Source: an optimization exercise on an open RTL-to-GDS flow (aim: small area and a short achievable clock period). Production flows keep margins and buffers that such runs may drop. At most, simulation tests tie the RTL to the original design; equivalence was not proved. No functional check of the RTL was part of run 7. Power and IR drop assume default switching activity.

`design.v`:
```
`default_nettype none
module sync_fifo
#(
    parameter DATA_WIDTH = 8,
    parameter DATA_DEPTH = 64,
    parameter ADDR_WIDTH = 6
)
(
	input   wire                      clk,
	input   wire                      rst_n,
	input   wire  [DATA_WIDTH-1:0]    wr_data,
	input   wire                      rq,   
	input   wire                      wq,   
	output  reg   [DATA_WIDTH-1:0]    rd_data,
	output  wire                      full,
	output  wire                      empty
);
reg [DATA_WIDTH-1:0] mem [DATA_DEPTH-1:0];
reg [7:0]            wr_lo_n;    
reg [7:0]            wr_hi;      
reg [7:0]            rd_lo;      
reg [7:0]            rd_hi;      
reg full_r;                      
reg nempty_r;                    
reg full_o;                      
reg nempty_o;                    
assign full = full_o;
sync_fifo_inv u_empty (.a(nempty_o), .y(empty));
wire wr_en = wq & ~full_r;
wire rd_en = rq & nempty_r;
wire [7:0] wr_lo = ~wr_lo_n;
wire [7:0] wr_hi_dec = wr_lo[0] ? {wr_hi[0], wr_hi[7:1]} : wr_hi;
wire [7:0] wr_hi_inc = wr_lo[7] ? {wr_hi[6:0], wr_hi[7]} : wr_hi;
wire one_left = (|(rd_lo & {wr_lo[0], wr_lo[7:1]})) & (|(rd_hi & wr_hi_dec));
wire one_free = (|(rd_lo & {wr_lo[6:0], wr_lo[7]})) & (|(rd_hi & wr_hi_inc)) & nempty_r;
always @(posedge clk or negedge rst_n)
begin
	if (!rst_n) begin
		wr_lo_n <= 8'b1111_1110;
		wr_hi   <= 8'd1;
	end else if (wr_en) begin
		wr_lo_n <= {wr_lo_n[6:0], wr_lo_n[7]};
		if (wr_lo[7])
			wr_hi <= {wr_hi[6:0], wr_hi[7]};
	end
end
wire full_nx, nempty_nx, full_o_nx, nempty_o_nx;
sync_fifo_flags u_flags (
	.rq(rq), .wq(wq), .full(full_r), .nempty(nempty_r), .one_left(one_left), .one_free(one_free),
	.full_nx(full_nx), .nempty_nx(nempty_nx)
);
sync_fifo_flags u_flags_o (
	.rq(rq), .wq(wq), .full(full_r), .nempty(nempty_r), .one_left(one_left), .one_free(one_free),
	.full_nx(full_o_nx), .nempty_nx(nempty_o_nx)
);
always @(posedge clk or negedge rst_n)
begin
	if (!rst_n) begin
		full_r   <= 1'b0;
		nempty_r <= 1'b0;
		full_o   <= 1'b0;
		nempty_o <= 1'b0;
	end else begin
		full_r   <= full_nx;
		nempty_r <= nempty_nx;
		full_o   <= full_o_nx;
		nempty_o <= nempty_o_nx;
	end
end
wire [7:0] rd_lo_nx;
wire [7:0] rd_hi_nx;
sync_fifo_rdptr u_rdptr (
	.load(~nempty_r), .step(rq), .wr_lo(wr_lo), .wr_hi(wr_hi),
	.lo(rd_lo), .hi(rd_hi), .lo_nx(rd_lo_nx), .hi_nx(rd_hi_nx)
);
always @(posedge clk)
begin
	rd_lo <= rd_lo_nx;
	rd_hi <= rd_hi_nx;
end
wire [DATA_DEPTH-1:0] rsel_n;
genvar r, b, g;
generate
	for (r = 0; r < DATA_DEPTH; r = r + 1) begin : rs
		sync_fifo_nand2 u_sel (.a(rd_lo[r % 8]), .b(rd_hi[r / 8]), .y(rsel_n[r]));
	end
endgenerate
wire [DATA_WIDTH-1:0] rd_mux;
wire [DATA_WIDTH-1:0] rd_nx;
generate
	for (b = 0; b < DATA_WIDTH; b = b + 1) begin : rm
		wire [31:0] t;
		wire [15:0] u;
		wire [3:0]  v;
		for (g = 0; g < 32; g = g + 1) begin : l1
			sync_fifo_oai22 u_t (.a1(rsel_n[2*g]), .a2(mem[2*g][b]), .b1(rsel_n[2*g+1]), .b2(mem[2*g+1][b]), .y(t[g]));
		end
		for (g = 0; g < 16; g = g + 1) begin : l2
			sync_fifo_nor2 u_u (.a(t[2*g]), .b(t[2*g+1]), .y(u[g]));
		end
		for (g = 0; g < 4; g = g + 1) begin : l3
			sync_fifo_nand4 u_v (.a(u[4*g]), .b(u[4*g+1]), .c(u[4*g+2]), .d(u[4*g+3]), .y(v[g]));
		end
		sync_fifo_nor4 u_w (.a(v[0]), .b(v[1]), .c(v[2]), .d(v[3]), .y(rd_mux[b]));
		sync_fifo_mux2 u_m (.s(rd_en), .a0(rd_data[b]), .a1(rd_mux[b]), .x(rd_nx[b]));
	end
endgenerate
always @(posedge clk or negedge rst_n)
begin
	if (!rst_n)
		rd_data <= 0;
	else
		rd_data <= rd_nx;
end
wire [DATA_DEPTH-1:0] ld;
wire [DATA_DEPTH-1:0] hold;
sync_fifo_wdec u_wdec (.wr_lo_n(wr_lo_n), .wr_hi(wr_hi), .full(full_r), .ld(ld), .hold(hold));
generate
	for (r = 0; r < DATA_DEPTH; r = r + 1) begin : row
		wire [DATA_WIDTH-1:0] d;
		for (b = 0; b < DATA_WIDTH; b = b + 1) begin : col
			sync_fifo_ao22 u_ao (.a1(wr_data[b]), .a2(ld[r]), .b1(mem[r][b]), .b2(hold[r]), .x(d[b]));
		end
		always @(posedge clk)
			mem[r] <= d;
	end
endgenerate
endmodule
module sync_fifo_flags (
	input  wire rq,
	input  wire wq,
	input  wire full,
	input  wire nempty,
	input  wire one_left,
	input  wire one_free,
	output wire full_nx,
	output wire nempty_nx
);
assign full_nx   = ~rq & (full | (wq & one_free));
assign nempty_nx = nempty ? ~(rq & ~wq & one_left) : wq;
endmodule
module sync_fifo_wdec (
	input  wire [7:0]  wr_lo_n,
	input  wire [7:0]  wr_hi,
	input  wire        full,
	output wire [63:0] ld,
	output wire [63:0] hold
);
wire [7:0] hi_n;    
genvar i;
generate
	for (i = 0; i < 8; i = i + 1) begin : pre
		assign hi_n[i] = ~(wr_hi[i] & ~full);
	end
	for (i = 0; i < 64; i = i + 1) begin : dec
		sync_fifo_nor2 u_ld (.a(wr_lo_n[i % 8]), .b(hi_n[i / 8]), .y(ld[i]));
		sync_fifo_or2  u_hd (.a(wr_lo_n[i % 8]), .b(hi_n[i / 8]), .x(hold[i]));
	end
endgenerate
endmodule
module sync_fifo_rdptr (
	input  wire       load,
	input  wire       step,
	input  wire [7:0] wr_lo,
	input  wire [7:0] wr_hi,
	input  wire [7:0] lo,
	input  wire [7:0] hi,
	output reg  [7:0] lo_nx,
	output reg  [7:0] hi_nx
);
always @(*) begin
	if (load) begin
		lo_nx = wr_lo;
		hi_nx = wr_hi;
	end else if (step) begin
		lo_nx = {lo[6:0], lo[7]};
		hi_nx = lo[7] ? {hi[6:0], hi[7]} : hi;
	end else begin
		lo_nx = lo;
		hi_nx = hi;
	end
end
endmodule
module sync_fifo_ao22 (
	input  wire a1,
	input  wire a2,
	input  wire b1,
	input  wire b2,
	output wire x
);
assign x = (a1 & a2) | (b1 & b2);
endmodule
module sync_fifo_oai22 (
	input  wire a1,
	input  wire a2,
	input  wire b1,
	input  wire b2,
	output wire y
);
assign y = ~((a1 | a2) & (b1 | b2));
endmodule
module sync_fifo_nand4 (
	input  wire a,
	input  wire b,
	input  wire c,
	input  wire d,
	output wire y
);
assign y = ~(a & b & c & d);
endmodule
module sync_fifo_nor2 (
	input  wire a,
	input  wire b,
	output wire y
);
assign y = ~(a | b);
endmodule
module sync_fifo_inv (
	input  wire a,
	output wire y
);
assign y = ~a;
endmodule
module sync_fifo_or2 (
	input  wire a,
	input  wire b,
	output wire x
);
assign x = a | b;
endmodule
module sync_fifo_nand2 (
	input  wire a,
	input  wire b,
	output wire y
);
assign y = ~(a & b);
endmodule
module sync_fifo_nor4 (
	input  wire a,
	input  wire b,
	input  wire c,
	input  wire d,
	output wire y
);
assign y = ~(a | b | c | d);
endmodule
module sync_fifo_mux2 (
	input  wire s,
	input  wire a0,
	input  wire a1,
	output wire x
);
assign x = s ? a1 : a0;
endmodule
`default_nettype wire
```
`run.sh`:
```
#!/bin/bash
# synth_recipe.tcl (not shown) runs the flow's synth.tcl, then flattens the netlist and writes it again
# the make line also repeats each setting of config.mk as NAME=value (left out here)
make -C /OpenROAD-flow-scripts/flow DESIGN_CONFIG=/design/flow/config.mk WORK_HOME=/design/flow/orfs CLKGATE_MAP_FILE= SYNTH_SCRIPT=/design/flow/synth_recipe.tcl finish
```
`config.mk`:
```
export PLATFORM = sky130hd
export DESIGN_NAME = sync_fifo
export DESIGN_NICKNAME = sync_fifo
export VERILOG_FILES = /design/flow/design.v
export SDC_FILE = /design/flow/constraint.sdc
export NUM_CORES = 4
export LEC_CHECK = 0
export CAP_MARGIN = 20
export CORE_MARGIN = 2
export CORE_UTILIZATION = 60
export CTS_BUF_LIST = sky130_fd_sc_hd__clkbuf_8 sky130_fd_sc_hd__clkbuf_16
export CTS_CLUSTER_DIAMETER = 60
export CTS_CLUSTER_SIZE = 20
export SETUP_SLACK_MARGIN = 2.0
export SLEW_MARGIN = 20
export SYNTH_HIERARCHICAL = 1
```
`constraint.sdc`:
```
create_clock -name core_clock -period 4.0 [get_ports {clk}]
set_input_delay 0.8000 -clock core_clock [delete_from_list [all_inputs] [get_ports {clk}]]
set_output_delay 0.8000 -clock core_clock [all_outputs]
set_load 0.01 [all_outputs]
```
==> results of run 1 <==
cell families (layout without fill, tap and decap cells):
family                 count (synthesis)  after routing
AO/OA/AOI/OAI                        818            818
flip-flops                           556            556
AND/OR/NAND/NOR                      425            425
buffers and inverters                 31            116
multiplexers                          30             30
per-module statistics from Yosys (local to each module, per instance):
module	cell area (um^2)	copies in the design	cells	flip-flops and latches
sync_fifo	11800	1	642	556
sync_fifo_rdptr	468	1	65	0
sync_fifo_wdec	50.0	1	8	0
sync_fifo_flags	20.0	2	4	0
sync_fifo_mux2	15.0	8	1	0
sync_fifo_nor4	12.5	8	1	0
sync_fifo_ao22	8.76	512	1	0
sync_fifo_nand4	6.26	32	1	0
sync_fifo_oai22	6.26	256	1	0
sync_fifo_or2	6.26	64	1	0
sync_fifo_inv	3.75	1	1	0
sync_fifo_nand2	3.75	64	1	0
sync_fifo_nor2	3.75	192	1	0
routing by layer:
metal | global-route usage (%) | share of wire [%]
met1 | 49.6 | 45
met2 | 52.5 | 44
met3 | 3.93 | 7.7
met4 | 11.8 | 3.7
met5 | 0 | 0
registers in the layout, indices dropped and copies added (netlist names):
register / count
mem: 512
rd_data: 8
rd_hi: 8
rd_lo: 8
wr_hi: 8
wr_lo_n: 8
full_o: 1
full_r: 1
nempty_o: 1
nempty_r: 1
placed cells by master (no fill, tap or decap), drive strengths merged, types with 3 or more instances in the layout:
| cell type | instances |
|---|---|
| buf | 39 |
| dfstp | 8 |
| o21ai | 16 |
| nand2 | 94 |
| clkbuf | 41 |
| dfrtp | 20 |
| nand4 | 32 |
| or2 | 64 |
| a22oi | 5 |
| a21oi | 5 |
| clkinv | 4 |
| a22o | 513 |
| dfxtp | 528 |
| o22ai | 264 |
| nand4b | 8 |
| and2 | 3 |
| nand2b | 16 |
| a221oi | 3 |
| nor4 | 9 |
| o211ai | 8 |
| nand3 | 4 |
| nor2 | 194 |
| inv | 26 |
| mux2i | 8 |
| mux2 | 22 |
cell type report:
type	instances	area, um^2
clock buffer	41	992
clock inverter	15	133
fill	2654	11100
inverter	18	67.6
multi-input combinational	1273	8890
sequential	556	11400
tap	448	561
timing repair buffer	42	310
what timing repair did:
item,in CTS,in global routing
endpoints found under the setup margin,26,385
gates resized for setup,68,35
buffers inserted,3,0
pin swaps,1,4
hold endpoints to repair,0,0
path summary, 6_finish.rpt:
check                            from         end  slack (ps)
min in group core_clock    mem[36][1]  mem[36][1]         480
min                             rst_n    nempty_o         240
min reg2reg                mem[36][1]  mem[36][1]         480
max reg2reg                    full_r   mem[0][5]        2000
max in group asynchronous       rst_n  wr_lo_n[5]        3160
max                            full_r   mem[0][5]        2000
power by group through the flow:
stage	Clock (mW)	Combinational [mW]	Sequential, mW
detailed placement	0	4.24	6.46
finish	3.81	4.38	6.40
floorplan	0	2.52	6.05
global route	4.04	4.54	6.40
CTS	3.83	4.26	6.34
global placement	0	4.18	6.45
==> reports/metrics.cfg, run 1 <==
[placement]
gp_congestion=0.900
port_buffers=21
pre_cts_slack_ps=1420
postPlaceCellArea_mm2=0.0211
hpwl_um=39000
dp_cells=2334

[clocking]
h-tree-depth=2
clk_pin_slew_ps=80
cts_buffer_depth=3
cts_buffers=37
cts_sinks=556
postCtsHoldBufs=0
cts_tree=built
cts_root_buffer=clkbuf_16
clock_latency_ps=550

[worst_setup_path]
required_ps=4480
crit_path_end_kind=flop
cp.depth=3
critical_path_arrival_ps=2480
worstSetupPathType=flop to flop
path_cells=nand2b_1 -> nor2_1 -> a22o_1
start_kind=flop
rr_worst_depth=3
critical-path-top-delay-family=simple AND/OR/NAND/NOR gates
path_max_fanout=16
cpMaxStageDelayCell=nor2_1
slowest_delay_ps=600
crit_buf_inv=0

[timing]
rsz0062_at_grt=yes
hold_slack_ps=235
worst_slew_pin_slew_ps=1020
setup-violations-final=0
period_share_pct=49.9
tns_ps=0
setup_slack_ps=2000
max_slew_margin_pct=31.9
period_needed_ps=2000
hold_viol=0
clock_skew_ps=20.5
slew_viol_final=0
fmax_mhz=501

[die]
core-area_mm2=0.0334
initial_core_util_pct=60.7
pin_count=22
fp-row-count=67
dieArea_mm2=0.0353
die_h_um=188
die_w_um=188

[logic_synthesis]
synth_area_leaders=dfxtp_1 (52%), a22o_1 (22%), o22ai_1 (8.2%)
ys_seq_elements=556
synth_compound_area_share_pct=31.9
yosys.area_share.simple_pct=9.90
syn-mean-instance-area_um2=10.9
ys_seq_area_share_pct=55.7
syn_inst=1860
synth_top_family_by_area=compound AO/OA/AOI/OAI gates
async_flop_share_pct=5.04
synth-adder-area-share_pct=0
synth_nets=1872
yosys-top-cells-count=dfxtp_1 (528), a22o_1 (513), o22ai_1 (264), nor2_1 (194), nand2_1 (94)
netlist_area_mm2=0.0203
synth_top_area_cell=dfxtp_1
synth_most_common_cell=dfxtp_1
synth-xor-area-share_pct=0
synth_top_area_share_pct=52.2
synth_edf_count=0
synth_mux_area_share_pct=1.78
synthFlopType=dfxtp_1
ys_warn_count=10
yosys.cell_types.count=35

[flow_run]
drv_cap=0

[power]
clkPwrFrac_pct=26.1
pwr-share-seq_pct=43.9
peakVddDrop_mv=0.431
power_frac_comb_pct=30.0
p_total_mw=14.6
p_per_area_mw_per_mm2=655
p_int_mw=9.05
swShare_pct=38.0
p_switching_mw=5.55
power_leakage_nw=8.54

[route]
num_vias=16700
first_pass_iters=6
drt-wirelength-per-cell_um=25.7
ant_nets=0
wirelength_um=61500
drcViolationCount=0
vias_per_cell=6.98
drtIter0Drc=1939

[global_routing]
grt_first_pass_wirelength_um=94100
grt-ovfl-total=0
antenna_found_initial=0
grt_max_degree=65
first_global_vias=15400
grt.total_usage_pct=34.0

[final_layout]
layout-drive-gt1-share_pct=9.77
fin_cells=2393
fin_nets=1940
finalInstanceArea_mm2=0.0223
antenna_cells=0
final_core_util_pct=66.8
syn_to_final_growth_pct=10.1

[worst_hold_path]
hold_class=input port to asynchronous set/reset pin

[status]
outcome=no timing/DRC/antenna violations

==> run 2: changes to the inputs <==
==> config.mk (replaced) <==
export PLATFORM = sky130hd
export DESIGN_NAME = sync_fifo
export DESIGN_NICKNAME = sync_fifo
export VERILOG_FILES = /design/flow/design.v
export SDC_FILE = /design/flow/constraint.sdc
export NUM_CORES = 4
export LEC_CHECK = 0
export CAP_MARGIN = 20
export CORE_MARGIN = 2
export CORE_UTILIZATION = 60
export CTS_BUF_LIST = sky130_fd_sc_hd__clkbuf_8
export CTS_CLUSTER_DIAMETER = 50
export CTS_CLUSTER_SIZE = 16
export SETUP_SLACK_MARGIN = 2.25
export SLEW_MARGIN = 20
export SYNTH_HIERARCHICAL = 1
==> reports/metrics.cfg, run 2 <==
[logic_synthesis]
synth_most_common_cell=dfxtp_1
synth_edf_count=0
synth_top_area_share_pct=52.2
netlist_area_mm2=0.0203
synthFlopType=dfxtp_1
synth_top_area_cell=dfxtp_1
synth_area_leaders=dfxtp_1 (52%), a22o_1 (22%), o22ai_1 (8.2%)
ys_warn_count=10
synth_nets=1872
syn_inst=1860
ys_seq_area_share_pct=55.7
yosys.cell_types.count=35
syn-mean-instance-area_um2=10.9
async_flop_share_pct=5.04
yosys-top-cells-count=dfxtp_1 (528), a22o_1 (513), o22ai_1 (264), nor2_1 (194), nand2_1 (94)
ys_seq_elements=556

[route]
wl_met2_um=29800
vias_per_cell=7.17
met1_length_um=28700
num_vias=17900
top_layer=met4
wirelength_um=70400
drtIter0Drc=2385
wl_met3_um=8040
first_pass_iters=6
drt-wirelength-per-cell_um=28.2
ant_nets=0
drcViolationCount=0

[global_routing]
grt.total_usage_pct=37.1
antenna_found_initial=1
grt-ovfl-total=0
grt_max_degree=65
first_global_vias=16000
grt_first_pass_wirelength_um=101000

[worst_setup_path]
crit_path_end_kind=output port
start_kind=flop
crit_path_end=rd_data[4]
slowest_delay_ps=480
path_cells=buf_6
cpMaxStageDelayCell=dfrtp_2
r2r_start=rd_lo[5]
rr_worst_depth=7
critical_path_arrival_ps=1280
cp-startpoint=rd_data[4]
cp.depth=1
r2r_end=rd_data[5]
crit_buf_inv=1
rrSetupSlack_ps=2130
critical-path-top-delay-family=flip-flops
required_ps=3200
worstSetupPathType=flop to output port
path_max_fanout=2

[final_layout]
final_common_cell=a22o_1
seqCellArea_mm2=0.0114
layout-drive-gt1-share_pct=20.9
fin_nets=2030
layout_common_cells=a22o_1 (513), dfxtp_1 (512), o22ai_1 (229)
multi_input_area_mm2=0.00996
final_core_util_pct=72.7
fill_cells=2421
regMostFlops=mem
syn_to_final_growth_pct=19.7
finalInstanceArea_mm2=0.0242
largest_register_ffs=512

[timing]
clock_skew_ps=25.8
max_slew_margin_pct=28.0
hold_viol=0
period_share_pct=51.9
fmax_mhz=482
period_needed_ps=2080
hold_slack_ps=129
worst_slew_pin_slew_ps=1080
tns_ps=0
slew_viol_final=0
setup-violations-final=0
rsz0062_at_grt=yes

[clocking]
postCtsHoldBufs=0
cts_buffer_depth=3
h-tree-depth=2
clk_pin_slew_ps=100
clock_latency_ps=670
cts_buffers=47
cts_sinks=556
cts_tree=built
cts_root_buffer=clkbuf_8

[die]
fp-row-count=67
die_w_um=188
die_h_um=188
initial_core_util_pct=60.7
pin_count=22
core-area_mm2=0.0334
dieArea_mm2=0.0353

[flow_run]
drv_cap=0

[worst_hold_path]
hold_class=input port to asynchronous set/reset pin

[power]
peakVddDrop_mv=0.349
p_per_area_mw_per_mm2=666
power_leakage_nw=9.52

[placement]
gp_congestion=0.967
port_buffers=21
postPlaceCellArea_mm2=0.0211
hpwl_um=41100

[status]
outcome=no timing/DRC/antenna violations

[run 2: cell counts after synthesis]
Identical to the previous run, type by type.
[run 2: worst min-delay path by stage]
stage | startpoint | end | slack [ps] | depth (start not counted)
after floorplan | mem[0][0] | mem[0][0] | 440 | 1
after global placement | mem[4][3] | mem[4][3] | 460 | 1
final | rst_n | wr_hi[1] | 130 | 1
after global routing | rst_n | wr_hi[1] | 150 | 1
after CTS | rst_n | rd_data[1] | 120 | 1
after detailed placement | mem[58][2] | mem[58][2] | 450 | 1
[run 2: per-layer routing]
layer | up-vias | track usage [%]
li1 | 7758 | -
met1 | 8636 | 52.6
met2 | 1247 | 55.1
met3 | 275 | 7.86
met4 | 0 | 15.7
met5 | - | 0
[run 2: timing repair]
action / in CTS / in global routing
buffers inserted: 33 / 51
pin swaps: 27 / 80
gates resized for setup: 183 / 191
endpoints found under the setup margin: 542 / 479
gates cloned: 0 / 1
[run 2: logic make-up after synthesis]
logic type / share of synthesized area [%]
and+or+nand+nor: 9.90
AOI/OAI and AO/OA: 31.9
buffers and inverters: 0.784
DFF: 55.7
muxes: 1.78
[run 2: area by class of cell]
type	count	area share, %
timing repair inverter	1	0.0310
multi-input combinational	1273	41.1
sequential	556	46.9
tap	448	2.31
clock inverter	27	1.20
antenna	4	0.0413
inverter	18	0.294
clock buffer	52	2.95
timing repair buffer	121	5.17
[run 2: worst reg2reg max path, stage by stage, from the launching register on]
cell and delay, ps:
dfxtp_4 440, buf_4 220, nand2_4 140, o22ai_1 90, nor2_1 230, nand4_1 200, nor4_2 300, mux2_4 180
[run 2: power by group]
group | total (mW) | leakage [nW] | switching [mW] | internal, mW
clock network | 3.54 | 0.537 | 1.99 | 1.56
registers | 6.27 | 4.61 | 0.531 | 5.74
logic | 6.33 | 4.37 | 3.99 | 2.34
total | 16.1 | 9.52 | 6.51 | 9.64
[run 2: metrics by stage]
stage	instances	power, mW	setup WS [ps]
6_report	2500	16.1	1920
5_1_grt	2497	16.4	1900
4_1_cts	2444	14.6	1910
3_5_place_dp	2332	10.6	1570
3_3_place_gp	2332	10.6	1530
2_1_floorplan	1860	8.58	2250
[run 2: Yosys stat by module, one instance, submodules excluded, a selection]
module / copies in the design / flip-flops and latches
sync_fifo_mux2: 8 / 0
sync_fifo_nor2: 192 / 0
sync_fifo_flags: 2 / 0
sync_fifo: 1 / 556
sync_fifo_nor4: 8 / 0
sync_fifo_nand2: 64 / 0
sync_fifo_or2: 64 / 0
sync_fifo_nand4: 32 / 0
sync_fifo_ao22: 512 / 0
sync_fifo_wdec: 1 / 0
sync_fifo_inv: 1 / 0
==> run 3: changes to the inputs <==
--- a/config.mk
+++ b/config.mk
@@ -11,6 +11,6 @@
 export CTS_BUF_LIST = sky130_fd_sc_hd__clkbuf_8
 export CTS_CLUSTER_DIAMETER = 50
 export CTS_CLUSTER_SIZE = 16
-export SETUP_SLACK_MARGIN = 2.25
+export SETUP_SLACK_MARGIN = 2.0
 export SLEW_MARGIN = 20
 export SYNTH_HIERARCHICAL = 1
==> reports/metrics.cfg, run 3 <==
[timing]
period_needed_ps=2080
setup_slack_ps=1920
max_slew_margin_pct=32.2
hold_slack_ps=121
fmax_mhz=481
worst_slew_pin_slew_ps=1020
tns_ps=0
clock_skew_ps=40.7
period_share_pct=51.9
rsz0062_at_grt=yes
slew_viol_final=0
hold_viol=0
setup-violations-final=0

[power]
p_switching_mw=5.48
pwr-share-seq_pct=46.0
p_per_area_mw_per_mm2=630
swShare_pct=39.3
peakVddDrop_mv=0.378
p_int_mw=8.45
clkPwrFrac_pct=22.5
power_frac_comb_pct=31.5
power_leakage_nw=8.46
p_total_mw=13.9

[logic_synthesis]
synth_area_leaders=dfxtp_1 (52%), a22o_1 (22%), o22ai_1 (8.2%)
ys_seq_elements=556
synth_top_area_cell=dfxtp_1
syn-mean-instance-area_um2=10.9
synth_most_common_cell=dfxtp_1
synth_edf_count=0
ys_seq_area_share_pct=55.7
async_flop_share_pct=5.04
yosys-top-cells-count=dfxtp_1 (528), a22o_1 (513), o22ai_1 (264), nor2_1 (194), nand2_1 (94)
netlist_area_mm2=0.0203
synth_top_area_share_pct=52.2
yosys.cell_types.count=35
ys_warn_count=10
synth_nets=1872
synthFlopType=dfxtp_1
syn_inst=1860

[die]
fp-row-count=67
initial_core_util_pct=60.7
die_h_um=188
die_w_um=188
pin_count=22
core-area_mm2=0.0334
dieArea_mm2=0.0353

[final_layout]
multi_input_area_mm2=0.00890
fin_nets=1948
antenna_cells=0
fill_cells=2701
layout_common_cells=a22o_1 (513), dfxtp_1 (512), o22ai_1 (264)
seqCellArea_mm2=0.0113
layout-drive-gt1-share_pct=10.7
largest_register_ffs=512
regMostFlops=mem
finalInstanceArea_mm2=0.0221
final_core_util_pct=66.2
final_common_cell=a22o_1
syn_to_final_growth_pct=9.03
fin_cells=2415

[worst_setup_path]
worstSetupPathType=flop to output port
critical_path_arrival_ps=1280
r2r_start=rd_lo[2]
crit_buf_inv=1
slowest_delay_ps=490
path_max_fanout=2
r2r_end=rd_data[5]
critical-path-top-delay-family=flip-flops
required_ps=3200
path_cells=buf_6
rr_worst_depth=6
cpMaxStageDelayCell=dfrtp_2
start_kind=flop
crit_path_end_kind=output port
rrSetupSlack_ps=2010

[placement]
pre_cts_slack_ps=1420
dp_cells=2334
gp_congestion=0.900
postPlaceCellArea_mm2=0.0211
hpwl_um=39000
port_buffers=21

[flow_run]
drv_cap=0

[clocking]
cts_sinks=556
cts_root_buffer=clkbuf_8
cts_buffer_depth=3
clock_latency_ps=660
h-tree-depth=2
cts_tree=built
clk_pin_slew_ps=100
cts_buffers=45
postCtsHoldBufs=0

[status]
outcome=no timing/DRC/antenna violations

[global_routing]
antenna_found_initial=1
grt_max_degree=65
grt.total_usage_pct=34.0
grt_first_pass_wirelength_um=93700
first_global_vias=15500
grt-ovfl-total=0

[route]
wirelength_um=61300
drtIter0Drc=1889
ant_nets=0
vias_per_cell=6.91
num_vias=16700
drcViolationCount=0
first_pass_iters=6
drt-wirelength-per-cell_um=25.4

[worst_hold_path]
hold_class=input port to asynchronous set/reset pin

-- run 3: cell count changes in the layout (fill, tap and decap cells not counted), sizes merged --
cell,delta
buf,-80
bufinv,-4
clkdlybuf4s50,+1
clkinv,-3
diode,-4
dlymetal6s2s,-1
inv,+6
-- run 3: what timing repair did --
item	4_1_cts	5_1_grt
gates cloned	0	0
pin swaps	0	2
resized for setup	69	43
setup buffers	1	2
endpoints found under the hold margin	0	0
setup endpoints to repair	22	454
-- run 3: power by group through the flow --
stage | Clock (mW) | Combinational (mW) | Sequential (mW)
4_1_cts | 3.18 | 4.24 | 6.36
2_1_floorplan | 0 | 2.52 | 6.05
5_1_grt | 3.38 | 4.53 | 6.40
6_report | 3.13 | 4.38 | 6.41
3_5_place_dp | 0 | 4.24 | 6.46
3_3_place_gp | 0 | 4.18 | 6.45
-- run 3: worst max path at each step --
| stage | start | to | cells after the start |
|---|---|---|---|
| 3_3_place_gp | wq | wr_hi[4] | 5 |
| 4_1_cts | rd_data[0] | rd_data[0] | 1 |
| 2_1_floorplan | wq | wr_hi[1] | 5 |
| 6_report | rd_data[3] | rd_data[3] | 1 |
| 3_5_place_dp | wq | wr_hi[7] | 5 |
| 5_1_grt | rd_data[0] | rd_data[0] | 1 |
-- run 3: per-module statistics from Yosys (local to each module, per instance), a selection --
module           cell area (um^2)  copies in the design
sync_fifo_nor4               12.5                     8
sync_fifo_nor2               3.75                   192
sync_fifo_inv                3.75                     1
sync_fifo_wdec               50.0                     1
sync_fifo_ao22               8.76                   512
sync_fifo_flags              20.0                     2
sync_fifo_rdptr               468                     1
sync_fifo_nand4              6.26                    32
sync_fifo_oai22              6.26                   256
sync_fifo                   11800                     1
-- run 3: per-layer routing --
| layer | wire length (um) | track usage, % |
|---|---|---|
| met2 | 26600 | 52.3 |
| met5 | 0 | 0 |
| met4 | 2320 | 12.3 |
| met1 | 27500 | 49.6 |
| met3 | 4770 | 3.91 |
-- run 3: kinds of logic after synthesis --
| group | share of synthesized area (%) |
|---|---|
| AO/OA/AOI/OAI | 31.9 |
| flip-flops | 55.7 |
| AND/OR/NAND/NOR | 9.90 |
| buffers and inverters | 0.784 |
| multiplexers | 1.78 |
-- run 3: final cells by class --
type                    instances  share of cell area, %
clock buffers                  51                   3.18
inverters                      18                  0.306
repair buffers                 42                   1.55
multi-input cells            1273                   40.3
flip-flops and latches        556                   51.4
clock inverters                27                  0.782
well taps                     448                   2.54
==> run 4: changes to the inputs <==
--- a/design.v
+++ b/design.v
@@ -91,17 +91,25 @@
 	for (b = 0; b < DATA_WIDTH; b = b + 1) begin : rm
 		wire [31:0] t;
 		wire [15:0] u;
-		wire [3:0]  v;
+		wire [7:0]  v;
+		wire [3:0]  w;
+		wire [1:0]  x;
 		for (g = 0; g < 32; g = g + 1) begin : l1
 			sync_fifo_oai22 u_t (.a1(rsel_n[2*g]), .a2(mem[2*g][b]), .b1(rsel_n[2*g+1]), .b2(mem[2*g+1][b]), .y(t[g]));
 		end
 		for (g = 0; g < 16; g = g + 1) begin : l2
 			sync_fifo_nor2 u_u (.a(t[2*g]), .b(t[2*g+1]), .y(u[g]));
 		end
-		for (g = 0; g < 4; g = g + 1) begin : l3
-			sync_fifo_nand4 u_v (.a(u[4*g]), .b(u[4*g+1]), .c(u[4*g+2]), .d(u[4*g+3]), .y(v[g]));
-		end
-		sync_fifo_nor4 u_w (.a(v[0]), .b(v[1]), .c(v[2]), .d(v[3]), .y(rd_mux[b]));
+		for (g = 0; g < 8; g = g + 1) begin : l3
+			sync_fifo_nand2 u_v (.a(u[2*g]), .b(u[2*g+1]), .y(v[g]));
+		end
+		for (g = 0; g < 4; g = g + 1) begin : l4
+			sync_fifo_nor2 u_w (.a(v[2*g]), .b(v[2*g+1]), .y(w[g]));
+		end
+		for (g = 0; g < 2; g = g + 1) begin : l5
+			sync_fifo_nand2 u_x (.a(w[2*g]), .b(w[2*g+1]), .y(x[g]));
+		end
+		sync_fifo_nor2 u_y (.a(x[0]), .b(x[1]), .y(rd_mux[b]));
 		sync_fifo_mux2 u_m (.s(rd_en), .a0(rd_data[b]), .a1(rd_mux[b]), .x(rd_nx[b]));
 	end
 endgenerate
==> reports/metrics.cfg, run 4 <==
[status]
outcome=no timing/DRC/antenna violations

[clocking]
postCtsHoldBufs=0
cts_buffers=47
cts_tree=built
cts_sinks=556
h-tree-depth=2
clk_pin_slew_ps=100
cts_root_buffer=clkbuf_8
cts_buffer_depth=3
clock_latency_ps=640

[final_layout]
syn_to_final_growth_pct=9.89
regMostFlops=mem
finalInstanceArea_mm2=0.0224
antenna_cells=0
fin_cells=2512
seqCellArea_mm2=0.0114
layout_common_cells=a22o_1 (513), dfxtp_1 (512), o22ai_1 (264)
largest_register_ffs=512
layout-drive-gt1-share_pct=10.4
fill_cells=2694
multi_input_area_mm2=0.00905
final_core_util_pct=66.9
final_common_cell=a22o_1
fin_nets=2045

[die]
initial_core_util_pct=60.9
dieArea_mm2=0.0355
die_w_um=188
fp-row-count=67
die_h_um=188
pin_count=22
core-area_mm2=0.0335

[worst_setup_path]
required_ps=3200
critical-path-top-delay-family=flip-flops
crit_buf_inv=1
r2r_end=rd_data[5]
rr_worst_depth=8
start_kind=flop
critical_path_arrival_ps=1260
crit_path_end_kind=output port
cpMaxStageDelayCell=dfrtp_1
slowest_delay_ps=460
worstSetupPathType=flop to output port
path_cells=buf_2
path_max_fanout=2
rrSetupSlack_ps=1990
r2r_start=rd_lo[4]

[timing]
max_slew_margin_pct=31.5
rsz0062_at_grt=yes
hold_viol=0
setup-violations-final=0
setup_slack_ps=1940
period_share_pct=51.4
tns_ps=0
slew_viol_final=0
fmax_mhz=486
period_needed_ps=2060
worst_slew_pin_slew_ps=1030
clock_skew_ps=30.6
hold_slack_ps=166

[logic_synthesis]
synth_nets=1952
yosys.cell_types.count=33
ys_seq_area_share_pct=55.3
synth_most_common_cell=dfxtp_1
ys_seq_elements=556
synth_edf_count=0
ys_warn_count=10
netlist_area_mm2=0.0204
async_flop_share_pct=5.04
syn-mean-instance-area_um2=10.5
syn_inst=1940
yosys-top-cells-count=dfxtp_1 (528), a22o_1 (513), o22ai_1 (264), nor2_1 (234), nand2_1 (174)
synth_top_area_share_pct=51.8
synth_top_area_cell=dfxtp_1
synthFlopType=dfxtp_1
synth_area_leaders=dfxtp_1 (52%), a22o_1 (22%), o22ai_1 (8.1%)

[route]
first_pass_iters=7
num_vias=17000
vias_per_cell=6.76
drcViolationCount=0
wirelength_um=60700
drt-wirelength-per-cell_um=24.2
ant_nets=0
drtIter0Drc=1684

[power]
p_total_mw=14.5
p_per_area_mw_per_mm2=648
peakVddDrop_mv=0.436
power_leakage_nw=8.95

[flow_run]
drv_cap=0

[global_routing]
grt_max_degree=65
grt-ovfl-total=0
first_global_vias=15900
grt.total_usage_pct=33.4
grt_first_pass_wirelength_um=93200
antenna_found_initial=0

[placement]
port_buffers=21
postPlaceCellArea_mm2=0.0212
pre_cts_slack_ps=1420
hpwl_um=37800
gp_congestion=0.881
dp_cells=2414

[worst_hold_path]
hold_class=input port to asynchronous set/reset pin

-- run 4: cell types whose count changed after synthesis, sizes merged --
cell / previous run / this run
nand2: 94 / 174
nand4: 32 / 0
nor4: 9 / 1
nor2: 194 / 234
-- run 4: worst max path at each step --
stage | start | to | slack (ps) | cells past startpoint
after global placement | wq | wr_hi[3] | 1430 | 5
after detailed placement | wq | wr_hi[4] | 1420 | 5
after CTS | rd_data[6] | rd_data[6] | 1930 | 1
after global routing | rd_data[6] | rd_data[6] | 1920 | 1
after floorplan | wq | wr_hi[1] | 2200 | 5
final | rd_data[6] | rd_data[6] | 1940 | 1
-- run 4: Yosys stat by module (local to each module, per instance), excerpt --
module           flops+latches  cell area, um^2
sync_fifo_nor2               0             3.75
sync_fifo_flags              0             20.0
sync_fifo_nand2              0             3.75
sync_fifo_rdptr              0              468
sync_fifo_oai22              0             6.26
sync_fifo_wdec               0             50.0
sync_fifo_ao22               0             8.76
sync_fifo_inv                0             3.75
sync_fifo                  556            11800
-- run 4: logic make-up after synthesis --
kind of cell / after synthesis / share of synthesized area [%]
buffers and inverters: 31 / 0.778
AOI/OAI and AO/OA: 818 / 31.6
muxes: 30 / 1.77
DFF: 556 / 55.3
and+or+nand+nor: 505 / 10.6
-- run 4: cell type report --
class / instances / share of cell area, %
Tap cell: 448 / 2.50
Clock inverter: 29 / 1.23
Sequential cell: 556 / 50.6
Timing Repair Buffer: 57 / 1.89
Inverter: 18 / 0.301
Multi-Input combinational cell: 1353 / 40.3
Clock buffer: 51 / 3.13
-- run 4: where the power goes --
part / switching, mW / leakage (nW) / internal [mW]
Sequential: 0.665 / 4.61 / 5.73
Combinational: 3.20 / 3.83 / 1.54
Clock: 1.91 / 0.511 / 1.47
Total: 5.78 / 8.95 / 8.75
-- run 4: repair_timing --
action,in CTS,in global routing
pin swaps,0,0
setup endpoints to repair,27,449
buffers inserted,10,8
resized for setup,68,40
-- run 4: layer usage --
| layer | routed length [um] | vias to the layer above | track usage, % |
|---|---|---|---|
| li1 | - | 7772 | - |
| met1 | 26900 | 8161 | 48.3 |
| met2 | 26000 | 894 | 50.2 |
| met3 | 5560 | 143 | 5.55 |
| met4 | 2220 | 0 | 12.3 |
| met5 | 0 | - | 0 |
==> run 5: changes to the inputs <==
--- a/config.mk
+++ b/config.mk
@@ -8,9 +8,9 @@
 export CAP_MARGIN = 20
 export CORE_MARGIN = 2
 export CORE_UTILIZATION = 60
-export CTS_BUF_LIST = sky130_fd_sc_hd__clkbuf_8
-export CTS_CLUSTER_DIAMETER = 50
-export CTS_CLUSTER_SIZE = 16
+export CTS_BUF_LIST = sky130_fd_sc_hd__clkbuf_16
+export CTS_CLUSTER_DIAMETER = 100
+export CTS_CLUSTER_SIZE = 28
 export SETUP_SLACK_MARGIN = 2.0
 export SLEW_MARGIN = 20
 export SYNTH_HIERARCHICAL = 1
==> reports/metrics.cfg, run 5 <==
[die]
initial_core_util_pct=60.9
die_w_um=188
core-area_mm2=0.0335
pin_count=22
die_h_um=188
fp-row-count=67
dieArea_mm2=0.0355

[global_routing]
grt.total_usage_pct=32.9
antenna_found_initial=0
first_global_vias=15700
grt_max_degree=65
grt-ovfl-total=0
grt_first_pass_wirelength_um=92400

[power]
peakVddDrop_mv=0.426
power_frac_comb_pct=34.3
p_switching_mw=5.57
p_total_mw=13.9
p_int_mw=8.38
p_per_area_mw_per_mm2=633
swShare_pct=39.9
power_leakage_nw=8.75
pwr-share-seq_pct=45.8
clkPwrFrac_pct=19.9

[worst_setup_path]
crit_path_end_kind=flop
cpMaxStageDelayCell=dfxtp_4
path_cells=nand2_1 -> o22ai_1 -> nor2_1 -> nand2_1 -> nor2_1 -> nand2_1 -> nor2_1 -> mux2_4
critical-path-top-delay-family=simple AND/OR/NAND/NOR gates
required_ps=4510
crit_buf_inv=0
path_max_fanout=11
critical_path_arrival_ps=2510
slowest_delay_ps=470
worstSetupPathType=flop to flop
start_kind=flop

[final_layout]
fill_cells=2747
final_core_util_pct=65.7
fin_nets=2016
seqCellArea_mm2=0.0114
layout_common_cells=a22o_1 (513), dfxtp_1 (512), o22ai_1 (264)
multi_input_area_mm2=0.00904
final_common_cell=a22o_1
syn_to_final_growth_pct=7.97
regMostFlops=mem
finalInstanceArea_mm2=0.0220
largest_register_ffs=512
fin_cells=2458
layout-drive-gt1-share_pct=7.96

[route]
wirelength_um=60500
first_pass_iters=5
drt-wirelength-per-cell_um=24.6
drtIter0Drc=1994
num_vias=16900
drcViolationCount=0
ant_nets=0
vias_per_cell=6.88

[clocking]
cts_root_buffer=clkbuf_16
postCtsHoldBufs=0
cts_tree=built
clk_pin_slew_ps=110
cts_buffers=23
clock_latency_ps=570
cts_buffer_depth=3
h-tree-depth=1
cts_sinks=556

[timing]
tns_ps=0
hold_slack_ps=227
clock_skew_ps=21.6
max_slew_margin_pct=30.0
fmax_mhz=500
slew_viol_final=0
period_share_pct=50.0
setup_slack_ps=2000
setup-violations-final=0
worst_slew_pin_slew_ps=1050
period_needed_ps=2000
hold_viol=0
rsz0062_at_grt=yes

[logic_synthesis]
yosys.cell_types.count=33
synth_most_common_cell=dfxtp_1
ys_warn_count=10
ys_seq_elements=556
async_flop_share_pct=5.04
synth_top_area_cell=dfxtp_1
ys_seq_area_share_pct=55.3
synth_nets=1952
netlist_area_mm2=0.0204
yosys-top-cells-count=dfxtp_1 (528), a22o_1 (513), o22ai_1 (264), nor2_1 (234), nand2_1 (174)
synth_area_leaders=dfxtp_1 (52%), a22o_1 (22%), o22ai_1 (8.1%)
synth_edf_count=0
syn_inst=1940
synthFlopType=dfxtp_1
synth_top_area_share_pct=51.8
syn-mean-instance-area_um2=10.5

[flow_run]
drv_cap=0

[placement]
pre_cts_slack_ps=1420
port_buffers=21
gp_congestion=0.881
dp_cells=2414
hpwl_um=37800
postPlaceCellArea_mm2=0.0212

[status]
outcome=no timing/DRC/antenna violations

[worst_hold_path]
hold_class=input port to asynchronous set/reset pin

run 5: changes by cell type in the layout (fill, tap and decap cells not counted), moves of 6 or more:
cell	delta
clkbuf_8	-51
inv_6	-6
clkinvlp_4	-6
clkbuf_16	+23
clkinv_2	-7
buf_4	-6
run 5: worst register-to-register path, delay by kind of cell (launching register included):
| family | cells | cell delay, ps |
|---|---|---|
| AOI/OAI and AO/OA | 1 | 120 |
| DFF | 1 | 470 |
| muxes | 1 | 150 |
| and+or+nand+nor | 6 | 1210 |
run 5: per-module statistics from Yosys (local to each module, per instance), excerpt:
module | area (um^2) | cells inside | copies in the design | flip-flops and latches
sync_fifo_nor2 | 3.75 | 1 | 232 | 0
sync_fifo_wdec | 50.0 | 8 | 1 | 0
sync_fifo_nand2 | 3.75 | 1 | 144 | 0
sync_fifo_flags | 20.0 | 4 | 2 | 0
sync_fifo_oai22 | 6.26 | 1 | 256 | 0
sync_fifo_or2 | 6.26 | 1 | 64 | 0
sync_fifo | 11800 | 642 | 1 | 556
sync_fifo_rdptr | 468 | 65 | 1 | 0
sync_fifo_inv | 3.75 | 1 | 1 | 0
run 5: final timing paths:
path                             from  slack (ps)          to  cells after the start
max                          rd_lo[6]        2000  rd_data[5]                      8
min                             rst_n         230  rd_data[7]                      1
max reg2reg                  rd_lo[6]        2000  rd_data[5]                      8
min reg2reg                mem[35][1]         480  mem[35][1]                      1
max in group asynchronous       rst_n        3170  wr_lo_n[6]                      2
min in group core_clock    mem[35][1]         480  mem[35][1]                      1
run 5: layer usage:
layer | global-route usage [%] | share of wire (%)
met5 | 0 | 0
met4 | 12.1 | 4.0
met3 | 4.36 | 9.0
met2 | 49.4 | 43
met1 | 48.6 | 44
run 5: power groups by stage:
stage | sequential (mW) | clock [mW] | combinational, mW
after global placement | 6.45 | 0 | 4.39
after floorplan | 6.05 | 0 | 2.71
after CTS | 6.35 | 2.82 | 4.47
after detailed placement | 6.45 | 0 | 4.41
after global routing | 6.38 | 3.00 | 4.99
final | 6.39 | 2.78 | 4.78
run 5: timing repair:
item / 4_1_cts / 5_1_grt
buffers inserted: 9 / 4
endpoints found under the setup margin: 22 / 409
pin swaps: 0 / 0
gates resized for setup: 66 / 37
run 5: logic make-up after synthesis:
kind of cell	after synthesis	synth area share, %
AO/OA/AOI/OAI	818	31.6
multiplexers	30	1.77
AND/OR/NAND/NOR	505	10.6
flip-flops	556	55.3
buffers and inverters	31	0.778
run 5: area by class of cell:
type                            count  share of cell area, %
Antenna cell                        1                 0.0114
Clock buffer                       23                   2.61
Clock inverter                      7                  0.238
Inverter                           18                  0.307
Multi-Input combinational cell   1353                   41.0
Sequential cell                   556                   51.5
Tap cell                          448                   2.54
Timing Repair Buffer               52                   1.73
==> run 6: changes to the inputs <==
--- a/config.mk
+++ b/config.mk
@@ -7,7 +7,7 @@
 export LEC_CHECK = 0
 export CAP_MARGIN = 20
 export CORE_MARGIN = 2
-export CORE_UTILIZATION = 60
+export CORE_UTILIZATION = 70
 export CTS_BUF_LIST = sky130_fd_sc_hd__clkbuf_16
 export CTS_CLUSTER_DIAMETER = 100
 export CTS_CLUSTER_SIZE = 28
==> reports/metrics.cfg, run 6 <==
[worst_setup_path]
start_kind=flop
critical_path_arrival_ps=2510
path_max_fanout=16
required_ps=4500
worstSetupPathType=flop to flop
crit_path_end_kind=flop

[logic_synthesis]
synth_edf_count=0
synth-xor-area-share_pct=0
synth_compound_area_share_pct=31.6
syn_inst=1940
synth_nets=1952
ys_seq_area_share_pct=55.3
synth_area_leaders=dfxtp_1 (52%), a22o_1 (22%), o22ai_1 (8.1%)
ys_seq_elements=556
synth_most_common_cell=dfxtp_1
synth-adder-area-share_pct=0
synth_top_area_cell=dfxtp_1
synth_top_family_by_area=compound AO/OA/AOI/OAI gates
yosys.cell_types.count=33
syn-mean-instance-area_um2=10.5
synthFlopType=dfxtp_1
ys_warn_count=10
yosys-top-cells-count=dfxtp_1 (528), a22o_1 (513), o22ai_1 (264), nor2_1 (234), nand2_1 (174)
synth_mux_area_share_pct=1.77
synth_top_area_share_pct=51.8
async_flop_share_pct=5.04
netlist_area_mm2=0.0204
yosys.area_share.simple_pct=10.6

[clocking]
clk_pin_slew_ps=110
cts_sinks=556
clock_latency_ps=570
cts_buffers=23
h-tree-depth=1
cts_tree=built
postCtsHoldBufs=0
cts_root_buffer=clkbuf_16
cts_buffer_depth=3

[die]
die_h_um=175
fp-row-count=62
initial_core_util_pct=71.1
dieArea_mm2=0.0305
pin_count=22
core-area_mm2=0.0287
die_w_um=175

[timing]
max_slew_margin_pct=25.1
setup-violations-final=0
fmax_mhz=498
tns_ps=0
worst_slew_pin_slew_ps=1120
slew_viol_final=0
hold_viol=0
rsz0062_at_grt=yes
period_share_pct=50.2
clock_skew_ps=18.6
period_needed_ps=2010

[final_layout]
fill_cells=2023
fin_nets=2018
final_common_cell=a22o_1
multi_input_area_mm2=0.00902
largest_register_ffs=512
syn_to_final_growth_pct=7.42
layout_common_cells=a22o_1 (513), dfxtp_1 (512), o22ai_1 (263)
finalInstanceArea_mm2=0.0219
seqCellArea_mm2=0.0113
layout-drive-gt1-share_pct=7.56
regMostFlops=mem

[route]
drt-wirelength-per-cell_um=24.9
drtIter0Drc=2369
first_pass_iters=6
drcViolationCount=0
num_vias=17100
ant_nets=0
wirelength_um=59700
vias_per_cell=7.16

[global_routing]
grt.total_usage_pct=37.8
grt-ovfl-total=0
first_global_vias=16200
antenna_found_initial=2
grt_max_degree=65
grt_first_pass_wirelength_um=91500

[power]
peakVddDrop_mv=0.422
power_leakage_nw=8.75
p_per_area_mw_per_mm2=626

[flow_run]
drv_cap=0

[placement]
gp_congestion=0.937
postPlaceCellArea_mm2=0.0211
hpwl_um=37100
port_buffers=21

[worst_hold_path]
hold_class=input port to asynchronous set/reset pin

[status]
outcome=no timing/DRC/antenna violations

-- run 6: cell counts after synthesis --
No cell type changed its count.
-- run 6: logic make-up (layout without fill, tap and decap cells) --
group | after synthesis | after routing
buffers and inverters | 31 | 101
other | 0 | 1
AO/OA/AOI/OAI | 818 | 818
flip-flops | 556 | 556
multiplexers | 30 | 30
AND/OR/NAND/NOR | 505 | 505
-- run 6: worst max-delay path: stages, from the launching register on --
cell and delay, ps:
dfrtp_1 550, nand2b_1 580, nor2_1 580, a22o_1 240
-- run 6: where the power goes --
part | internal (mW) | switching (mW) | leakage, nW
Combinational | 1.53 | 3.12 | 3.81
Sequential | 5.73 | 0.588 | 4.61
Clock | 1.11 | 1.65 | 0.324
-- run 6: routing by layer --
metal / global-route usage [%] / vias up / routed length [um]
met5: 0 / - / 13
met4: 16.4 / 2 / 2780
met3: 5.87 / 183 / 6000
met2: 57.0 / 1075 / 25800
met1: 54.2 / 8184 / 25000
li1: - / 7694 / -
-- run 6: cell type report --
type	instances	share of cell area [%]
clock inverter	6	0.223
sequential	556	51.8
antenna	1	0.0114
inverter	18	0.308
multi-input combinational	1353	41.1
timing repair buffer	54	1.76
tap	384	2.19
clock buffer	23	2.62
-- run 6: per-module statistics from Yosys, one instance, submodules excluded, excerpt --
| module | times used | cells | flops+latches |
|---|---|---|---|
| sync_fifo_nor2 | 232 | 1 | 0 |
| sync_fifo_ao22 | 512 | 1 | 0 |
| sync_fifo_wdec | 1 | 8 | 0 |
| sync_fifo_rdptr | 1 | 65 | 0 |
| sync_fifo_or2 | 64 | 1 | 0 |
| sync_fifo_flags | 2 | 4 | 0 |
| sync_fifo_oai22 | 256 | 1 | 0 |
| sync_fifo_nand2 | 144 | 1 | 0 |
| sync_fifo | 1 | 642 | 556 |
-- run 6: worst paths after layout --
| path | depth (start not counted) | from | to | slack, ps |
|---|---|---|---|---|
| setup / recovery | 3 | full_r | mem[39][4] | 1990 |
| hold / removal | 1 | rst_n | wr_hi[7] | 220 |
| setup reg to reg | 3 | full_r | mem[39][4] | 1990 |
| hold reg to reg | 1 | mem[46][7] | mem[46][7] | 480 |
| max in group asynchronous | 2 | rst_n | wr_lo_n[2] | 3190 |
| min in group core_clock | 1 | mem[46][7] | mem[46][7] | 480 |
-- run 6: what timing repair did --
item                                    CTS  global route
setup buffers                             9             7
endpoints found under the setup margin   22           220
cloned                                    0             0
gates resized for setup                  58            33
-- run 6: metrics by stage --
stage	setup WS [ps]	util, %	power [mW]	instances	hold WS, ps
floorplan	2200	-	8.76	1940	443
CTS	1930	75.9	13.4	2387	486
detailed placement	1440	73.5	10.7	2349	456
global placement	1500	73.5	10.6	2349	456
global route	1940	76.4	14.2	2394	248
finish	1990	76.4	13.7	2395	219
==> run 7: changes to the inputs <==
--- a/design.v
+++ b/design.v
@@ -162,7 +162,7 @@
 	end
 	for (i = 0; i < 64; i = i + 1) begin : dec
 		sync_fifo_nor2 u_ld (.a(wr_lo_n[i % 8]), .b(hi_n[i / 8]), .y(ld[i]));
-		sync_fifo_or2  u_hd (.a(wr_lo_n[i % 8]), .b(hi_n[i / 8]), .x(hold[i]));
+		sync_fifo_inv  u_hd (.a(ld[i]), .y(hold[i]));
 	end
 endgenerate
 endmodule
@@ -229,13 +229,6 @@
 );
 assign y = ~a;
 endmodule
-module sync_fifo_or2 (
-	input  wire a,
-	input  wire b,
-	output wire x
-);
-assign x = a | b;
-endmodule
 module sync_fifo_nand2 (
 	input  wire a,
 	input  wire b,
--- a/config.mk
+++ b/config.mk
@@ -7,7 +7,7 @@
 export LEC_CHECK = 0
 export CAP_MARGIN = 20
 export CORE_MARGIN = 2
-export CORE_UTILIZATION = 70
+export CORE_UTILIZATION = 60
 export CTS_BUF_LIST = sky130_fd_sc_hd__clkbuf_16
 export CTS_CLUSTER_DIAMETER = 100
 export CTS_CLUSTER_SIZE = 28
==> reports/metrics.cfg, run 7 <==
[clocking]
cts_tree=built
h-tree-depth=1
clock_latency_ps=560
cts_buffers=23
clk_pin_slew_ps=110
postCtsHoldBufs=0
cts_root_buffer=clkbuf_16
cts_buffer_depth=3
cts_sinks=556

[die]
dieArea_mm2=0.0352
die_w_um=188
core-area_mm2=0.0334
die_h_um=188
pin_count=22
fp-row-count=67
initial_core_util_pct=60.7

[logic_synthesis]
async_flop_share_pct=5.04
synth_edf_count=0
synth-adder-area-share_pct=0
ys_warn_count=10
synth_nets=1952
synth-xor-area-share_pct=0
ys_seq_elements=556
synth_top_area_cell=dfxtp_1
syn_inst=1940
netlist_area_mm2=0.0203
ys_seq_area_share_pct=55.7
synthFlopType=dfxtp_1
syn-mean-instance-area_um2=10.4
yosys.area_share.simple_pct=8.67
synth_mux_area_share_pct=1.79
synth_most_common_cell=dfxtp_1
synth_top_family_by_area=compound AO/OA/AOI/OAI gates
synth_area_leaders=dfxtp_1 (52%), a22o_1 (22%), o22ai_1 (8.2%)
yosys.cell_types.count=32
synth_compound_area_share_pct=31.9
synth_top_area_share_pct=52.2
yosys-top-cells-count=dfxtp_1 (528), a22o_1 (513), o22ai_1 (264), nor2_1 (234), nand2_1 (174)

[route]
ant_nets=0
vias_per_cell=6.80
num_vias=16700
drt-wirelength-per-cell_um=24.6
wirelength_um=60300
drcViolationCount=0
first_pass_iters=5
drtIter0Drc=2099

[power]
p_per_area_mw_per_mm2=623
peakVddDrop_mv=0.401
power_leakage_nw=8.64

[worst_setup_path]
start_kind=flop
required_ps=4460
path_max_fanout=11
critical_path_arrival_ps=2530
crit_path_end_kind=flop
rrSetupSlack_ps=1930
worstSetupPathType=flop to flop

[final_layout]
layout-drive-gt1-share_pct=10.1
regMostFlops=mem
fill_cells=2791
final_common_cell=a22o_1
seqCellArea_mm2=0.0114
finalInstanceArea_mm2=0.0221
largest_register_ffs=512
layout_common_cells=a22o_1 (513), dfxtp_1 (512), o22ai_1 (264)
multi_input_area_mm2=0.00892
syn_to_final_growth_pct=8.90
fin_nets=2010
antenna_cells=0

[placement]
gp_congestion=0.897
port_buffers=21
hpwl_um=38500
postPlaceCellArea_mm2=0.0210

[timing]
fmax_mhz=482
setup-violations-final=0
clock_skew_ps=12.6
period_share_pct=51.9
period_needed_ps=2070
hold_viol=0
slew_viol_final=0
worst_slew_pin_slew_ps=1060
rsz0062_at_grt=yes
tns_ps=0
max_slew_margin_pct=29.6
hold_slack_ps=212

[global_routing]
grt.total_usage_pct=33.3
grt_max_degree=65
grt_first_pass_wirelength_um=92300
antenna_found_initial=1
grt-ovfl-total=0
first_global_vias=15400

[worst_hold_path]
hold_class=input port to asynchronous set/reset pin

[flow_run]
drv_cap=0

[status]
outcome=no timing/DRC/antenna violations

run 7: cell types whose count changed after synthesis, sizes merged:
cell	previous run	this run
or2	64	0
inv	18	82
run 7: final cells by class:
type	count	area share, %
Inverter	82	1.40
Multi-Input combinational cell	1289	40.5
Timing Repair Buffer	46	1.40
Clock inverter	6	0.108
Clock buffer	23	2.61
Tap cell	448	2.54
Sequential cell	556	51.5
run 7: per-module statistics from Yosys, one instance, submodules excluded:
module	times used	cell area [um^2]	cells inside
sync_fifo	1	11800	642
sync_fifo_ao22	512	8.76	1
sync_fifo_flags	2	20.0	4
sync_fifo_inv	65	3.75	1
sync_fifo_mux2	8	15.0	1
sync_fifo_nand2	144	3.75	1
sync_fifo_nor2	232	3.75	1
sync_fifo_oai22	256	6.26	1
sync_fifo_rdptr	1	468	65
sync_fifo_wdec	1	50.0	8
run 7: worst paths after layout:
check / start / endpoint / cells after the start
max: full_r / mem[22][6] / 4
min: rst_n / rd_data[5] / 1
max reg2reg: full_r / mem[22][6] / 4
min reg2reg: mem[63][3] / mem[63][3] / 1
max in group asynchronous: rst_n / wr_lo_n[4] / 2
min in group core_clock: mem[63][3] / mem[63][3] / 1
run 7: worst max-delay path, cell delays in order, from the launching register on:
cell	delay [ps]
dfrtp_1	540
nand2b_1	480
nor2_2	470
inv_1	240
a22o_1	230
run 7: layer usage:
layer,GRT usage (%),share of wire [%],vias to the layer above
met2,50.0,43,883
met3,5.18,8.8,117
met4,11.1,3.4,2
met5,0,0.018,-
met1,49.1,45,8070
li1,-,-,7592
run 7: cells by family after synthesis:
logic type             count (synthesis)
AOI/OAI and AO/OA                    818
buffers and inverters                 95
DFF                                  556
muxes                                 30
and+or+nand+nor                      441
run 7: stage by stage:
| step | setup WS (ps) | instances | utilization, % | total power [mW] |
|---|---|---|---|---|
| 3_3_place_gp | 1480 | 2414 | 63.0 | 10.7 |
| 3_5_place_dp | 1440 | 2414 | 63.0 | 10.8 |
| 2_1_floorplan | 2200 | 1940 | - | 8.75 |
| 5_1_grt | 1840 | 2450 | 66.1 | 14.2 |
| 4_1_cts | 1830 | 2447 | 65.2 | 13.5 |
| 6_report | 1930 | 2450 | 66.1 | 13.7 |
run 7: power by group:
part,internal (mW),switching [mW]
Clock,1.05,1.65
Sequential,5.74,0.663
Combinational,1.51,3.13
run 7: repair_timing:
action / 4_1_cts / 5_1_grt
cloned: 0 / 0
buffers inserted: 4 / 3
endpoints found under the setup margin: 507 / 533
resized for setup: 103 / 80
==> run 8: changes to the inputs <==
--- a/design.v
+++ b/design.v
@@ -162,7 +162,7 @@
 	end
 	for (i = 0; i < 64; i = i + 1) begin : dec
 		sync_fifo_nor2 u_ld (.a(wr_lo_n[i % 8]), .b(hi_n[i / 8]), .y(ld[i]));
-		sync_fifo_inv  u_hd (.a(ld[i]), .y(hold[i]));
+		sync_fifo_or2  u_hd (.a(wr_lo_n[i % 8]), .b(hi_n[i / 8]), .x(hold[i]));
 	end
 endgenerate
 endmodule
@@ -229,6 +229,13 @@
 );
 assign y = ~a;
 endmodule
+module sync_fifo_or2 (
+	input  wire a,
+	input  wire b,
+	output wire x
+);
+assign x = a | b;
+endmodule
 module sync_fifo_nand2 (
 	input  wire a,
 	input  wire b,
==> flow/run.sh (new file) <==
#!/bin/bash
# Layout flow: the standard ORFS flow (standard.sh, standard synthesis
# unchanged), with two changes:
#  - the port buffers are sky130_fd_sc_hd__buf_4 cells;
#  - after global routing, one more setup repair pass (flow/extra_repair.tcl).
# All tool output goes to standard.log and to ORFS's logs under orfs/logs/.
set -euo pipefail
here=$(pwd)
bash standard.sh "BUFFER_PORTS_ARGS=-buffer_cell sky130_fd_sc_hd__buf_4" \
  "POST_GLOBAL_ROUTE_TCL=$here/flow/extra_repair.tcl" finish > standard.log 2>&1
==> flow/extra_repair.tcl (new file) <==
# Sourced by ORFS at the end of global routing (POST_GLOBAL_ROUTE_TCL):
# one more setup repair pass on global-route parasitics, as the standard
# global_route.tcl does, then re-legalize and re-route the changed nets.
estimate_parasitics -global_routing
puts "extra repair: worst slack before [worst_slack -max]"
repair_timing -setup -setup_margin $::env(SETUP_SLACK_MARGIN) -verbose
global_route -start_incremental
detailed_placement
global_route -end_incremental
estimate_parasitics -global_routing
puts "extra repair: worst slack after [worst_slack -max]"
==> standard.sh (new file) <==
#!/bin/bash
# synth_recipe.tcl (not shown) runs the flow's synth.tcl, then flattens the netlist and writes it again
# the make line also repeats each setting of config.mk as NAME=value (left out here)
make -C /OpenROAD-flow-scripts/flow DESIGN_CONFIG=/design/flow/config.mk WORK_HOME=/design/flow/orfs CLKGATE_MAP_FILE= SYNTH_SCRIPT=/design/flow/synth_recipe.tcl "${@:-finish}"
--- a/config.mk
+++ b/config.mk
@@ -8,9 +8,9 @@
 export CAP_MARGIN = 20
 export CORE_MARGIN = 2
 export CORE_UTILIZATION = 60
-export CTS_BUF_LIST = sky130_fd_sc_hd__clkbuf_16
-export CTS_CLUSTER_DIAMETER = 100
-export CTS_CLUSTER_SIZE = 28
+export CTS_BUF_LIST = sky130_fd_sc_hd__clkbuf_8
+export CTS_CLUSTER_DIAMETER = 50
+export CTS_CLUSTER_SIZE = 16
 export SETUP_SLACK_MARGIN = 2.0
 export SLEW_MARGIN = 20
 export SYNTH_HIERARCHICAL = 1
removed: run.sh
==> reports/metrics.cfg, run 8 <==
[status]
outcome=no timing/DRC/antenna violations

[clocking]
cts_resized=37
cts_buffer_depth=3
cts_tree=built
cts_buffers=46
post_cts_buffers=9
postCtsHoldBufs=0
clock_latency_ps=650
cts_root_buffer=clkbuf_8
h-tree-depth=2
cts_sinks=556
clk_pin_slew_ps=110

[global_routing]
use_met1_pct=49.8
grt_max_degree=65
grtUsageMet3_pct=6.11
grt-ovfl-total=0
grt_first_pass_wirelength_um=95700
grt_util_met2_pct=50.4
busiest_layer=met2
grt.total_usage_pct=34.5
first_global_vias=16200
antenna_found_initial=2

[final_layout]
final_core_util_pct=66.8
fill_cells=2659
fin_nets=2029
largest_register_ffs=512
antenna_cells=0
layout-drive-gt1-share_pct=9.92
regMostFlops=mem
syn_to_final_growth_pct=9.74
layout_common_cells=a22o_1 (513), dfxtp_1 (512), o22ai_1 (264)
final_common_cell=a22o_1

[route]
wirelength_um=63800
first_pass_iters=8
drt-wirelength-per-cell_um=25.6
vias_per_cell=6.88
drtIter0Drc=2037
num_vias=17200
ant_nets=0
drcViolationCount=0

[die]
initial_core_util_pct=60.9
dieArea_mm2=0.0355
pin_count=22
fp-row-count=67
die_h_um=188
die_w_um=188
core-area_mm2=0.0335

[logic_synthesis]
synthFlopType=dfxtp_1
synth_nets=1952
synth_top_area_cell=dfxtp_1
synth_most_common_cell=dfxtp_1
ys_warn_count=10
ys_seq_elements=556
synth_top_area_share_pct=51.8
yosys-top-cells-count=dfxtp_1 (528), a22o_1 (513), o22ai_1 (264), nor2_1 (234), nand2_1 (174)
async_flop_share_pct=5.04
syn-mean-instance-area_um2=10.5
syn_inst=1940
synth_edf_count=0
yosys.cell_types.count=33
netlist_area_mm2=0.0204
ys_seq_area_share_pct=55.3
synth_area_leaders=dfxtp_1 (52%), a22o_1 (22%), o22ai_1 (8.1%)

[worst_setup_path]
crit_path_end_kind=output port
crit_buf_inv=1
required_ps=3200
worstSetupPathType=flop to output port
cpMaxStageDelayCell=dfrtp_1
path_max_fanout=2
start_kind=flop
critical-path-top-delay-family=flip-flops
path_cells=buf_6
slowest_delay_ps=460
critical_path_arrival_ps=1260

[timing]
period_needed_ps=2060
slew_viol_final=0
setup-violations-final=0
period_share_pct=51.6
fmax_mhz=485
hold_viol=0
worst_slew_pin_slew_ps=1050
tns_ps=0
max_slew_margin_pct=30.2
hold_slack_ps=58.7
clock_skew_ps=39.4

[power]
power_leakage_nw=8.90
swShare_pct=40.0
clkPwrFrac_pct=23.2
p_int_mw=8.75
power_frac_comb_pct=33.1
p_switching_mw=5.84
p_per_area_mw_per_mm2=651
peakVddDrop_mv=0.431
pwr-share-seq_pct=43.7

[placement]
hpwl_um=37600
gp_congestion=0.900
port_buffers=21

[worst_hold_path]
hold_class=input port to asynchronous set/reset pin

[flow_run]
drv_cap=0

-- run 8: cell types whose count changed in the layout (fill, tap and decap cells not counted), sizes merged --
| cell | change |
|---|---|
| buf | -4 |
| bufinv | +4 |
| clkbuf | +31 |
| clkdlybuf4s15 | -1 |
| clkdlybuf4s50 | -2 |
| clkinv | +6 |
| clkinvlp | +4 |
| inv | -58 |
| or2 | +64 |
-- run 8: per-layer routing --
| layer | wire length [um] | up-vias | share of wire, % |
|---|---|---|---|
| met5 | 0 | - | 0 |
| met4 | 2460 | 0 | 3.9 |
| met3 | 6710 | 157 | 11 |
| met2 | 27300 | 1037 | 43 |
| met1 | 27300 | 8240 | 43 |
| li1 | - | 7719 | - |
-- run 8: cell type report --
| class | count | area, um^2 | share of cell area [%] |
|---|---|---|---|
| inverter | 18 | 67.6 | 0.302 |
| multi-input combinational | 1353 | 9050 | 40.4 |
| clock buffer | 51 | 702 | 3.13 |
| timing repair buffer | 42 | 409 | 1.83 |
| sequential | 556 | 11400 | 50.7 |
| clock inverter | 26 | 256 | 1.15 |
| tap | 448 | 561 | 2.50 |
-- run 8: per-module statistics from Yosys, one instance, submodules excluded --
module / cells inside / flops+latches / times used
sync_fifo: 642 / 556 / 1
sync_fifo_ao22: 1 / 0 / 512
sync_fifo_flags: 4 / 0 / 2
sync_fifo_inv: 1 / 0 / 1
sync_fifo_mux2: 1 / 0 / 8
sync_fifo_nand2: 1 / 0 / 144
sync_fifo_nor2: 1 / 0 / 232
sync_fifo_oai22: 1 / 0 / 256
sync_fifo_or2: 1 / 0 / 64
sync_fifo_rdptr: 65 / 0 / 1
sync_fifo_wdec: 8 / 0 / 1
-- run 8: logic make-up (layout without fill, tap and decap cells) --
kind of cell,Yosys count,after routing,synth area share [%]
and+or+nand+nor,505,505,10.6
buffers and inverters,31,137,0.778
AOI/OAI and AO/OA,818,818,31.6
muxes,30,30,1.77
DFF,556,556,55.3
-- run 8: through the flow --
stage                     cell area [um^2]  instances  power [mW]  setup WS, ps
final                                22400       2494        14.6          1940
after CTS                            22200       2485        14.2          1920
after detailed placement             21100       2399        10.8          1510
after global placement               21100       2399        10.8          1550
after floorplan                      20400       1940        8.76          2200
-- run 8: final timing paths --
path                       startpoint          to  slack (ps)  cells past startpoint
max                        rd_data[7]  rd_data[7]        1940                      1
min                             rst_n  rd_data[1]          60                      1
max reg2reg                  rd_lo[5]  rd_data[4]        1990                      8
min reg2reg                mem[23][0]  mem[23][0]         480                      1
max in group asynchronous       rst_n  wr_lo_n[2]        3620                      1
min in group core_clock            wq    nempty_o         390                      2
-- run 8: worst reg2reg max path, delay by kind of cell (launching register included) --
| kind | cells | cell delay (ps) |
|---|---|---|
| flops | 1 | 560 |
| mux | 1 | 260 |
| compound gates | 1 | 270 |
| simple gates | 6 | 810 |
-- run 8: power groups by stage --
stage	Sequential (mW)	Clock, mW	Combinational [mW]
CTS	6.34	3.41	4.47
finish	6.38	3.38	4.83
detailed placement	6.44	0	4.40
floorplan	6.05	0	2.71
global placement	6.42	0	4.39

## port drivers added, routing unchanged
The results above use ideal ports. As a check the final layouts listed here were re-extracted and re-timed, cells and wires unchanged.
Step 1 (the two cells are an assumption about what drives the block):
set clk [get_ports {clk}]
set_driving_cell -lib_cell sky130_fd_sc_hd__clkbuf_16 $clk
set_driving_cell -lib_cell sky130_fd_sc_hd__buf_2 [delete_from_list [all_inputs] $clk]
Step 2 also shifts input and output timing later by t, the mid clock arrival at the registers, as if the neighbouring blocks saw the same clock.
a / b / c = ideal / step 1 / step 2; a / b = the first two.
run | t (ns) | setup slack, ns | slew at the worst register clock pin (ns)
run 1 | 0.597 | 2.005 / 1.972 / 1.582 | 0.09 / 0.09
run 2 | 0.703 | 1.925 / 1.874 / 1.712 | 0.11 / 0.11
run 3 | 0.688 | 1.922 / 1.873 / 1.415 | 0.10 / 0.10
run 4 | 0.673 | 1.943 / 1.891 / 1.427 | 0.10 / 0.10
run 5 | 0.615 | 1.999 / 1.965 / 1.525 | 0.11 / 0.11
run 6 | 0.611 | 1.992 / 1.963 / 1.506 | 0.11 / 0.11
run 7 | 0.609 | 1.925 / 1.925 / 1.517 | 0.11 / 0.11
run 8 | 0.687 | 1.937 / 1.883 / 1.783 | 0.11 / 0.11
After both steps setup and hold are still met in every run listed. The setup slack of run 4, which loses most, moves by -0.052 ns with the drivers and by -0.516 ns with both steps.
